Context: an optimization exercise on an open-source flow, tuned for small area and a short achievable clock period. The choices shown serve that exercise and are no tape-out recipe.
In this exercise RTL edits were held to simulation tests only and were not proved equivalent to the original.
Power figures rest on the tool's default switching activity, not on a simulated workload.

==> delta: inputs <==
// fp_adder_synth
module fp_adder_synth (data, value, row, clk, rst);
    output [31:0] data;
    input  [31:0] value;
    input  [31:0] row;
    input         clk;
    input         rst;
    wire        l_s;
    wire [7:0]  l_e;
    wire [22:0] l_f;
    wire [24:0] s_al;
    wire        s_sticky;
    wire        op_sub;
    FpAlign AL (.iA(value), .iB(row), .oLs(l_s), .oLe(l_e), .oLf(l_f),
                .oSal(s_al), .oSticky(s_sticky), .oSub(op_sub));
    reg         r_v;
    reg         r_ls;
    reg  [7:0]  r_le;
    reg  [22:0] r_lf;
    reg  [24:0] r_sal;
    reg         r_sticky;
    reg         r_sub;
    wire both_ez = (value[30:23] == 8'b0) && (row[30:23] == 8'b0);
    always @(posedge clk) begin
        r_v      <= rst && !both_ez;
        r_ls     <= l_s;
        r_le     <= l_e;
        r_lf     <= l_f;
        r_sal    <= s_al;
        r_sticky <= s_sticky;
        r_sub    <= op_sub;
    end
    wire [31:0] sum;
    FpNorm NM (.iV(r_v), .iLs(r_ls), .iLe(r_le), .iLf(r_lf), .iSal(r_sal),
               .iSticky(r_sticky), .iSub(r_sub), .oSum(sum));
    reg [31:0] data;
    always @(posedge clk) begin
        if (!rst)
            data <= 32'b0;
        else
            data <= sum;
    end
endmodule
==> module FpAlign, before the edit <==
module FpAlign (
    input  [31:0] iA,
    input  [31:0] iB,
    output        oLs,
    output [7:0]  oLe,
    output [22:0] oLf,
    output [24:0] oSal,      
    output        oSticky,   
    output        oSub
);
    wire [7:0]  a_e = iA[30:23];
    wire [7:0]  b_e = iB[30:23];
    wire [8:0]  d_ab = {1'b0, a_e} - {1'b0, b_e};
    wire [7:0]  d_ba = b_e - a_e;
    wire        e_eq = (a_e == b_e);
    wire        f_gt = iA[22:0] > iB[22:0];
    wire        a_larger = e_eq ? f_gt : !d_ab[8];
    wire [7:0]  d = d_ab[8] ? d_ba : d_ab[7:0];
    wire [31:0] l = a_larger ? iA : iB;
    wire [22:0] s_f = a_larger ? iB[22:0] : iA[22:0];
    assign oLs  = l[31];
    assign oLe  = l[30:23];
    assign oLf  = l[22:0];
    assign oSub = iA[31] ^ iB[31];
    wire   sez = (a_e == 8'b0) || (b_e == 8'b0);
    wire [24:0] x = {1'b1, s_f, 1'b0};
    assign oSal = (sez || d[7:5] != 3'b0) ? 25'b0 : (x >> d[4:0]);
    wire [22:0] mask;
    genvar i;
    generate
        for (i = 0; i < 23; i = i + 1) begin : g_mask
            assign mask[i] = (d >= i + 2);
        end
    endgenerate
    assign oSticky = !sez && (d <= 8'd47) && ((d >= 8'd25) || |(s_f & mask));
endmodule
==> module FpNorm, before the edit <==
module FpNorm (
    input         iV,        
    input         iLs,
    input  [7:0]  iLe,
    input  [22:0] iLf,
    input  [24:0] iSal,
    input         iSticky,
    input         iSub,
    output [31:0] oSum
);
    wire [25:0] lsh = {2'b01, iLf, 1'b0};
    wire [25:0] pre = lsh + ({1'b0, iSal} ^ {26{iSub}}) + (iSub & ~iSticky);
    reg [4:0] s;
    integer k;
    always @* begin
        s = 5'd31;
        for (k = 0; k < 26; k = k + 1)
            if (pre[k]) s = 25 - k;
    end
    wire [25:0] n5 = pre << s;
    wire [22:0] frac = n5[24:2];
    wire [7:0]  e    = iLe + 8'd1 - {3'b0, s};
    wire underflow = iLe[7] && ({3'b0, s} >= {1'b0, iLe[6:0]} + 8'd2);
    wire zero      = (pre == 26'b0);
    assign oSum = !iV                  ? 32'b0 :
                  (underflow || zero)  ? 32'b0 :
                  {iLs, e, frac};
endmodule
==> module fp_adder_synth, before the edit <==
module fp_adder_synth (data, value, row, clk, rst);
    output [31:0] data;
    input  [31:0] value;
    input  [31:0] row;
    input         clk;
    input         rst;
    wire        l_s;
    wire [7:0]  l_e;
    wire [22:0] l_f;
    wire [24:0] s_al;
    wire        s_sticky;
    wire        op_sub;
    FpAlign AL (.iA(value), .iB(row), .oLs(l_s), .oLe(l_e), .oLf(l_f),
                .oSal(s_al), .oSticky(s_sticky), .oSub(op_sub));
    reg         r_v;
    reg         r_ls;
    reg  [7:0]  r_le;
    reg  [22:0] r_lf;
    reg  [24:0] r_sal;
    reg         r_sticky;
    reg         r_sub;
    wire both_ez = (value[30:23] == 8'b0) && (row[30:23] == 8'b0);
    always @(posedge clk) begin
        r_v      <= rst && !both_ez;
        r_ls     <= l_s;
        r_le     <= l_e;
        r_lf     <= l_f;
        r_sal    <= s_al;
        r_sticky <= s_sticky;
        r_sub    <= op_sub;
    end
    wire [31:0] sum;
    FpNorm NM (.iV(r_v), .iLs(r_ls), .iLe(r_le), .iLf(r_lf), .iSal(r_sal),
               .iSticky(r_sticky), .iSub(r_sub), .oSum(sum));
    reg [31:0] data;
    always @(posedge clk) begin
        if (!rst)
            data <= 32'b0;
        else
            data <= sum;
    end
endmodule
==> flow/config.mk <==
export PLATFORM = sky130hd
export DESIGN_NAME = fp_adder_synth
export DESIGN_NICKNAME = fp_adder_synth
export VERILOG_FILES = /design/flow/design.v
export SDC_FILE = /design/flow/constraint.sdc
export NUM_CORES = 4
export LEC_CHECK = 0
export ABC_AREA = 1
export CAP_MARGIN = 20
export CORE_MARGIN = 2
export CORE_UTILIZATION = 40
export SLEW_MARGIN = 20
==> flow/constraint.sdc <==
create_clock -name core_clock -period 12.5 [get_ports {clk}]
set_input_delay 2.5000 -clock core_clock [delete_from_list [all_inputs] [get_ports {clk}]]
set_output_delay 2.5000 -clock core_clock [all_outputs]
set_load 0.01 [all_outputs]
standard.sh (not shown) runs the stock make flow with config.mk's settings and CLKGATE_MAP_FILE= SYNTH_SCRIPT=/design/flow/synth_recipe.tcl, a recipe that flattens the netlist after the stock synthesis.
==> flow/flow/run.sh <==
#!/bin/bash
# Standard synthesis and layout; the port buffers use plain buffers instead
# of the default delay cells, and timing repair aims for more setup slack.
set -euo pipefail
bash standard.sh BUFFER_PORTS_ARGS="-buffer_cell sky130_fd_sc_hd__buf_1" SETUP_SLACK_MARGIN=6.85 finish > standard.log 2>&1
==> inputs of xenon, as changes to delta <==
--- a/flow/design.v
+++ b/flow/design.v
@@ -9,14 +9,13 @@
     output        oSub
 );
+    wire a_larger = iA[30:0] > iB[30:0];
     wire [7:0]  a_e = iA[30:23];
     wire [7:0]  b_e = iB[30:23];
-    wire [8:0]  d_ab = {1'b0, a_e} - {1'b0, b_e};
+    wire [7:0]  d_ab = a_e - b_e;
     wire [7:0]  d_ba = b_e - a_e;
-    wire        e_eq = (a_e == b_e);
-    wire        f_gt = iA[22:0] > iB[22:0];
-    wire        a_larger = e_eq ? f_gt : !d_ab[8];
-    wire [7:0]  d = d_ab[8] ? d_ba : d_ab[7:0];
+    wire [7:0]  d = a_larger ? d_ab : d_ba;
     wire [31:0] l = a_larger ? iA : iB;
     wire [22:0] s_f = a_larger ? iB[22:0] : iA[22:0];
+    wire [7:0]  s_e = a_larger ? b_e : a_e;
     assign oLs  = l[31];
     assign oLe  = l[30:23];
@@ -36,5 +35,5 @@
 endmodule
 module FpNorm (
-    input         iV,        
+    input         iV,
     input         iLs,
     input  [7:0]  iLe,
@@ -57,7 +56,14 @@
     wire [22:0] frac = n5[24:2];
     wire [7:0]  e    = iLe + 8'd1 - {3'b0, s};
-    wire underflow = iLe[7] && ({3'b0, s} >= {1'b0, iLe[6:0]} + 8'd2);
+    wire [25:0] top;
+    genvar i;
+    generate
+        for (i = 0; i < 26; i = i + 1) begin : g_top
+            assign top[25 - i] = ({1'b0, iLe[6:0]} + 8'd2 > i);
+        end
+    endgenerate
+    wire underflow = iLe[7] && ((pre & top) == 26'b0);
     wire zero      = (pre == 26'b0);
-    assign oSum = !iV                  ? 32'b0 :
+    assign oSum = (!iV || iLe == 8'b0) ? 32'b0 :
                   (underflow || zero)  ? 32'b0 :
                   {iLs, e, frac};
@@ -85,7 +91,6 @@
     reg         r_sticky;
     reg         r_sub;
-    wire both_ez = (value[30:23] == 8'b0) && (row[30:23] == 8'b0);
     always @(posedge clk) begin
-        r_v      <= rst && !both_ez;
+        r_v      <= rst;
         r_ls     <= l_s;
         r_le     <= l_e;
==> flow/flow/run.sh (replaced) <==
#!/bin/bash
# Standard synthesis and layout; the port buffers use plain buffers instead
# of the default delay cells, and timing repair aims for more setup slack.
set -euo pipefail
bash standard.sh BUFFER_PORTS_ARGS="-buffer_cell sky130_fd_sc_hd__buf_1" SETUP_SLACK_MARGIN=9 finish > standard.log 2>&1
==> qor summary <==
Status: delta complete, no violations; xenon complete, no violations
Vias in the first global route: delta 8873; xenon 11400
Met3 capacity usage during global routing: delta 4.11%; xenon 6.70%
Post-Route Hold Slack: delta 0.425 ns; xenon 0.433 ns
Net count of the finished layout: delta 1670; xenon 1933
Share of power burned in the clock network: delta 14.2%; xenon 10.4%
Power per standard cell area: delta 195 nW/µm²; xenon 187 nW/µm²
Slowest cell on the critical path: delta sky130_fd_sc_hd__o21ai_0; xenon sky130_fd_sc_hd__ha_1
Post-Syn Area per Cell: delta 6.27 µm²; xenon 6.10 µm²
Clk power: delta 289 µW; xenon 282 µW
Buffers inserted during post-CTS setup optimization: delta 3; xenon 119
Final cell count without fillers: delta 1806; xenon 2104
Final std cell area, no fill: delta 10400 µm²; xenon 14500 µm²
Final Skew: delta 0.0126 ns; xenon 0.0194 ns
Sequential cell area share: delta 17.7%; xenon 12.7%
Met1 Usage GRT: delta 32.4%; xenon 42.7%
Sequential Power Share: delta 18.4%; xenon 13.5%
Multi-input gate share of the layout cell area: delta 62.4%; xenon 61.4%
Width of the die: delta 154 µm; xenon 157 µm
Internal power: delta 964 µW; xenon 1.28 mW
Number of optimization iterations in the first detailed-route pass: delta 5; xenon 8
Wire length on met2: delta 13.0 mm; xenon 18.3 mm
Non-Clock Buffer Count: delta 130; xenon 269
Data arrival time of the worst path: delta 5.70 ns; xenon 5.58 ns
First-pass GRT wire length: delta 45.1 mm; xenon 61.1 mm
Critical path peak fanout: delta 54; xenon 13
Crit path capture: delta r_sal[0]; xenon r_sal[7]

port drivers added, routing unchanged:
Ports are ideal in the flow. The routed layouts listed here were re-timed in OpenROAD.
Step 1: set_driving_cell puts a clkbuf_16 on clk and a buf_2 on each other input, an assumption about the parent block.
Step 2 also shifts input and output timing later by t, the mid clock arrival at the registers, as if the neighbouring blocks saw the same clock.
Three values: no drivers, after step 1, after step 2; two values: the first two.
run	t (ns)	setup slack, ns	worst data-port slew with drivers (ns)
delta	0.400	7.033 / 7.049 / 6.649	0.03
xenon	0.403	7.164 / 7.166 / 6.763	0.06
After both steps every run listed still meets setup and hold. For xenon, which loses most, drivers alone change the setup slack by +0.002 ns; drivers and shift together by -0.401 ns.
